Source: an optimization exercise on an open RTL-to-GDS flow (aim: small area and a short achievable clock period). Production flows keep margins and buffers that such runs may drop. Only simulation tests tie the RTL to the original design; equivalence was not proved. Power is estimated from default activity; no workload was simulated.

==> branch nickel: inputs <==
==> flow/design.v (excerpt) <==
module mips32_top(clk,rst,imem_addr,imem_rdata,dmem_addr,dmem_wdata,dmem_we,dmem_rdata,
wb_we,wb_addr,wb_data,of);
==> flow/config.mk <==
export PLATFORM = sky130hd
export DESIGN_NAME = mips32_top
export DESIGN_NICKNAME = mips32_top
export VERILOG_FILES = /design/flow/design.v
export SDC_FILE = /design/flow/constraint.sdc
export NUM_CORES = 4
export LEC_CHECK = 0
export ABC_AREA = 1
export CAP_MARGIN = 20
export CORE_MARGIN = 2
export CORE_UTILIZATION = 30
export PLACE_DENSITY = 0.5
export SLEW_MARGIN = 20
==> flow/constraint.sdc <==
create_clock -name core_clock -period 18.0 [get_ports {clk}]
set_input_delay 3.6000 -clock core_clock [delete_from_list [all_inputs] [get_ports {clk}]]
set_output_delay 3.6000 -clock core_clock [all_outputs]
set_load 0.01 [all_outputs]
standard.sh (not shown) runs the stock make flow with config.mk's settings and CLKGATE_MAP_FILE= SYNTH_SCRIPT=/design/flow/synth_recipe.tcl, a recipe that flattens the netlist after the stock synthesis.
==> flow/flow/run.sh <==
#!/bin/bash
# The standard layout (standard.sh), with repair_timing aiming 10.5 ns
# below the design's clock period; the SDC and every other step are unchanged.
export SETUP_SLACK_MARGIN=10.5
bash standard.sh > standard_run.log 2>&1
==> branch delta: changes against branch nickel <==
--- a/flow/design.v
+++ b/flow/design.v
@@ -19,16 +19,19 @@
 reg [31:2] br4;                 
 reg        br7, br8, br9, br10, br11, br15, br16;
 reg [4:0]  br12, br13, br14;
 reg [31:0] xr0, xr1;            
 reg        xci;                 
 reg [7:0]  xtp;                 
 reg        xeq;                 
+reg        rj;                  
 reg        stall;               
 reg        pf1, pf2;            
+reg        ofs_q;               
+reg        byp1, byp2;          
 reg        flush;               
 reg [31:0] cr1;                 
 reg [4:0]  cr4;                 
 reg        cr5, cr6, cr7;
 reg [31:0] wbq;                 
 reg        dr4;
 wire [5:0] opc = ar1[31:26];
@@ -49,15 +52,15 @@
 wire d_sub  = d_beq | d_bne | (d_r & (fn == 6'd34));
 wire d_mul  = d_r & (fn == 6'd2);
 wire d_and  = d_andi | (d_r & (fn == 6'd36));
 wire d_or   = d_ori  | (d_r & (fn == 6'd35));
 wire d_xor  = d_xori;
 wire brval  = d_beq | d_bne;
 wire memrd  = ~rst & d_ld;
-wire ofs    = ~rst & d_addi;
+wire ofs    = ~rst & ofs_q;
 wire [31:2] sim30 = {{14{ar1[15]}}, ar1[15:0]};
 wire [31:2] alres3 = ar2 + sim30;           
 reg [31:0] rf [1:31];
 reg [31:1] rv;                  
 wire [31:0] m2r = wbq;
 wire [4:0] a1 = ar1[25:21];
 wire [4:0] a2 = ar1[20:16];
@@ -73,16 +76,16 @@
 always @(*) begin
     rdreg1 = 32'b0;
     rdreg2 = 32'b0;
     for (k = 1; k < 32; k = k + 1) begin
         if (a1 == k && rv[k]) rdreg1 = rdreg1 | rf[k];
         if (a2 == k && rv[k]) rdreg2 = rdreg2 | rf[k];
     end
-    if (dr4 && cr4 != 5'd0 && cr4 == a1) rdreg1 = m2r;
-    if (dr4 && cr4 != 5'd0 && cr4 == a2) rdreg2 = m2r;
+    if (byp1) rdreg1 = m2r;
+    if (byp2) rdreg2 = m2r;
 end
 reg [1:0]  st [0:3];
 reg [31:2] btb [0:3];
 reg [3:0]  bv;                  
 wire [1:0] bi = pc[3:2];
 wire taken = st[bi][1];
 wire [31:2] btp = bv[bi] ? btb[bi] : 30'b0;
@@ -97,14 +100,16 @@
 wire [25:1] ug = xr0[30:6] | xr1[30:6];
 wire        uz = (&(~(ux[25:1] ^ ug[25:1]))) & ~(ux[0] ^ lo7[6]);
 wire t1 = ~uz | (lo7[5] & (|lo7[4:0]));
 assign of = ofs & t1;
 wire flush_id = stall | flush | mispredict;
 wire flush_if = d_j | flush | mispredict;
 wire [31:2] pc4 = pc + 30'd1;
+wire [31:0] n_ar1 = (rst | flush_if) ? 32'b0 : (stall ? ar1 : imem_rdata);
+wire [4:0]  n_cr4 = br7 ? br13 : br12;
 wire [31:2] m3r = taken ? btp : pc4;
 wire [31:2] m4r = mispredict ? br4 : m3r;
 wire [31:2] m5r = d_j ? {pc4[31:28], imem_rdata[23:0], 2'b00} : m4r;
 wire n_live = ~flush_id;
 wire [31:0] n_br1 = flush_id ? br1 : rdreg1;
 wire [31:0] n_br2 = flush_id ? br2 : rdreg2;
 wire n_br6 = n_live & d_sel1;
@@ -136,42 +141,44 @@
     end else if (!stall) begin
         ar1 <= imem_rdata; ar2 <= pc4; ar3 <= taken;
     end
     br4 <= alres3;
     br13 <= ar1[15:11];
     xeq <= (n_opra == n_oprb);
     br1 <= n_br1; br2 <= n_br2;
-    if (rst) begin
-        xr0 <= 32'b0; xr1 <= 32'b0; xci <= 1'b0; xtp <= 8'b0;
-    end else begin
-        xtp <= n_mul ? mtop : 8'b0;
-        xr0 <= n_r0; xr1 <= n_r1; xci <= n_sub & ~n_mul & ~n_log;
-    end
+    rj <= rst;
+    xtp <= n_mul ? mtop : 8'b0;
+    xr0 <= n_r0; xr1 <= n_r1; xci <= n_sub & ~n_mul & ~n_log;
     if (rst) begin
         br12 <= 5'b0; br14 <= 5'b0;
     end else if (!flush_id) begin
         br12 <= a2; br14 <= a1;
     end
     if (rst || flush_id) begin
         br7 <= 1'b0; br8 <= 1'b0; br9 <= 1'b0; br10 <= 1'b0;
         br11 <= 1'b0; br15 <= 1'b0; br16 <= 1'b0;
     end else begin
         br7 <= d_r; br8 <= d_we3; br9 <= d_ld; br10 <= d_st;
         br11 <= d_beq; br15 <= d_bne; br16 <= ar3;
     end
     stall <= memrd & ((br12 == a1) | (br12 == a2));
     flush <= selm;
+    ofs_q <= (n_ar1[31:26] == 6'd8);
+    byp1 <= ~rst & cr5 & (n_cr4 != 5'd0) & (n_cr4 == n_ar1[25:21]);
+    byp2 <= ~rst & cr5 & (n_cr4 != 5'd0) & (n_cr4 == n_ar1[20:16]);
     pf1 <= ~rst & cr5 & ((br7 ? br13 : br12) != 5'd0) & ((br7 ? br13 : br12) == (flush_id ? br14 : a1));
     pf2 <= ~rst & cr5 & ((br7 ? br13 : br12) != 5'd0) & ((br7 ? br13 : br12) == (flush_id ? br12 : a2));
     cr4 <= br7 ? br13 : br12;
     if (rst) begin
-        cr1 <= 32'b0; cr5 <= 1'b0; cr6 <= 1'b0; cr7 <= 1'b0;
+        cr5 <= 1'b0; cr6 <= 1'b0; cr7 <= 1'b0;
     end else begin
-        cr1 <= alres1; cr5 <= br8; cr6 <= br9; cr7 <= br10;
+        cr5 <= br8; cr6 <= br9; cr7 <= br10;
     end
+    if (rst || rj) cr1 <= 32'b0;
+    else cr1 <= alres1;
     wbq <= cr6 ? dmem_rdata : cr1;
     if (rst) dr4 <= 1'b0;
     else dr4 <= cr5;
 end
 always @(posedge clk) begin
     if (rst) begin
         st[0] <= 2'b00; st[1] <= 2'b00; st[2] <= 2'b00; st[3] <= 2'b00;
- CELL_PAD_IN_SITES_DETAIL_PLACEMENT: unset -> 1
- CELL_PAD_IN_SITES_GLOBAL_PLACEMENT: unset -> 2
- CORE_UTILIZATION: 30 -> 25
- PLACE_DENSITY: 0.5 -> 0.55
==> comparison <==
Between branch delta and branch nickel, the lower global-route usage is in branch delta (gap 1.1 points).
Against branch delta, the first-iteration DRC count of branch nickel is larger by about 11%.
Synthesized area is about the same in branch delta and branch nickel.
In branch delta the worst setup slack is lower than in branch nickel, by 91 ps.
In branch nickel the fmax is higher than in branch delta, by 1.2%.
In branch nickel the clock skew is higher than in branch delta, by 6.9 ps.
In branch delta the critical path depth is higher than in branch nickel, by 2.
In sequential power, branch delta and branch nickel hardly differ.
Of branch nickel and branch delta, branch delta has the higher combinational power (gap about 16%, measured against branch delta).

==> afterwards: timing with drivers on the ports <==
In the flow no input, the clock included, has a driving cell. The finished layouts below were timed again as built, in two steps.
Step 1 (the two cells are an assumption about what drives the block):
set clk [get_ports {clk}]
set_driving_cell -lib_cell sky130_fd_sc_hd__clkbuf_16 $clk
set_driving_cell -lib_cell sky130_fd_sc_hd__buf_2 [delete_from_list [all_inputs] $clk]
Step 2 times the ports against the registers' clock, not the clock port: input delays grow and output delays shrink by t, the midpoint of the rising clock arrivals with the driver on.
a / b / c = no drivers / after step 1 / after step 2; a / b = the first two.
run	t, ns	slack for setup (ns)	hold WS [ns]	clock arrival spread, ns	worst slew at a driven data input, ns
branch nickel	0.983	10.243 / 10.122 / 10.122	0.398 / 0.398 / 0.398	0.111 / 0.111	0.19
branch delta	1.012	10.152 / 10.003 / 10.003	0.403 / 0.403 / 0.403	0.101 / 0.101	0.24
After both steps every run listed still meets setup and hold. The setup slack of branch delta, which loses most, moves by -0.149 ns with the drivers and by -0.149 ns with both steps.
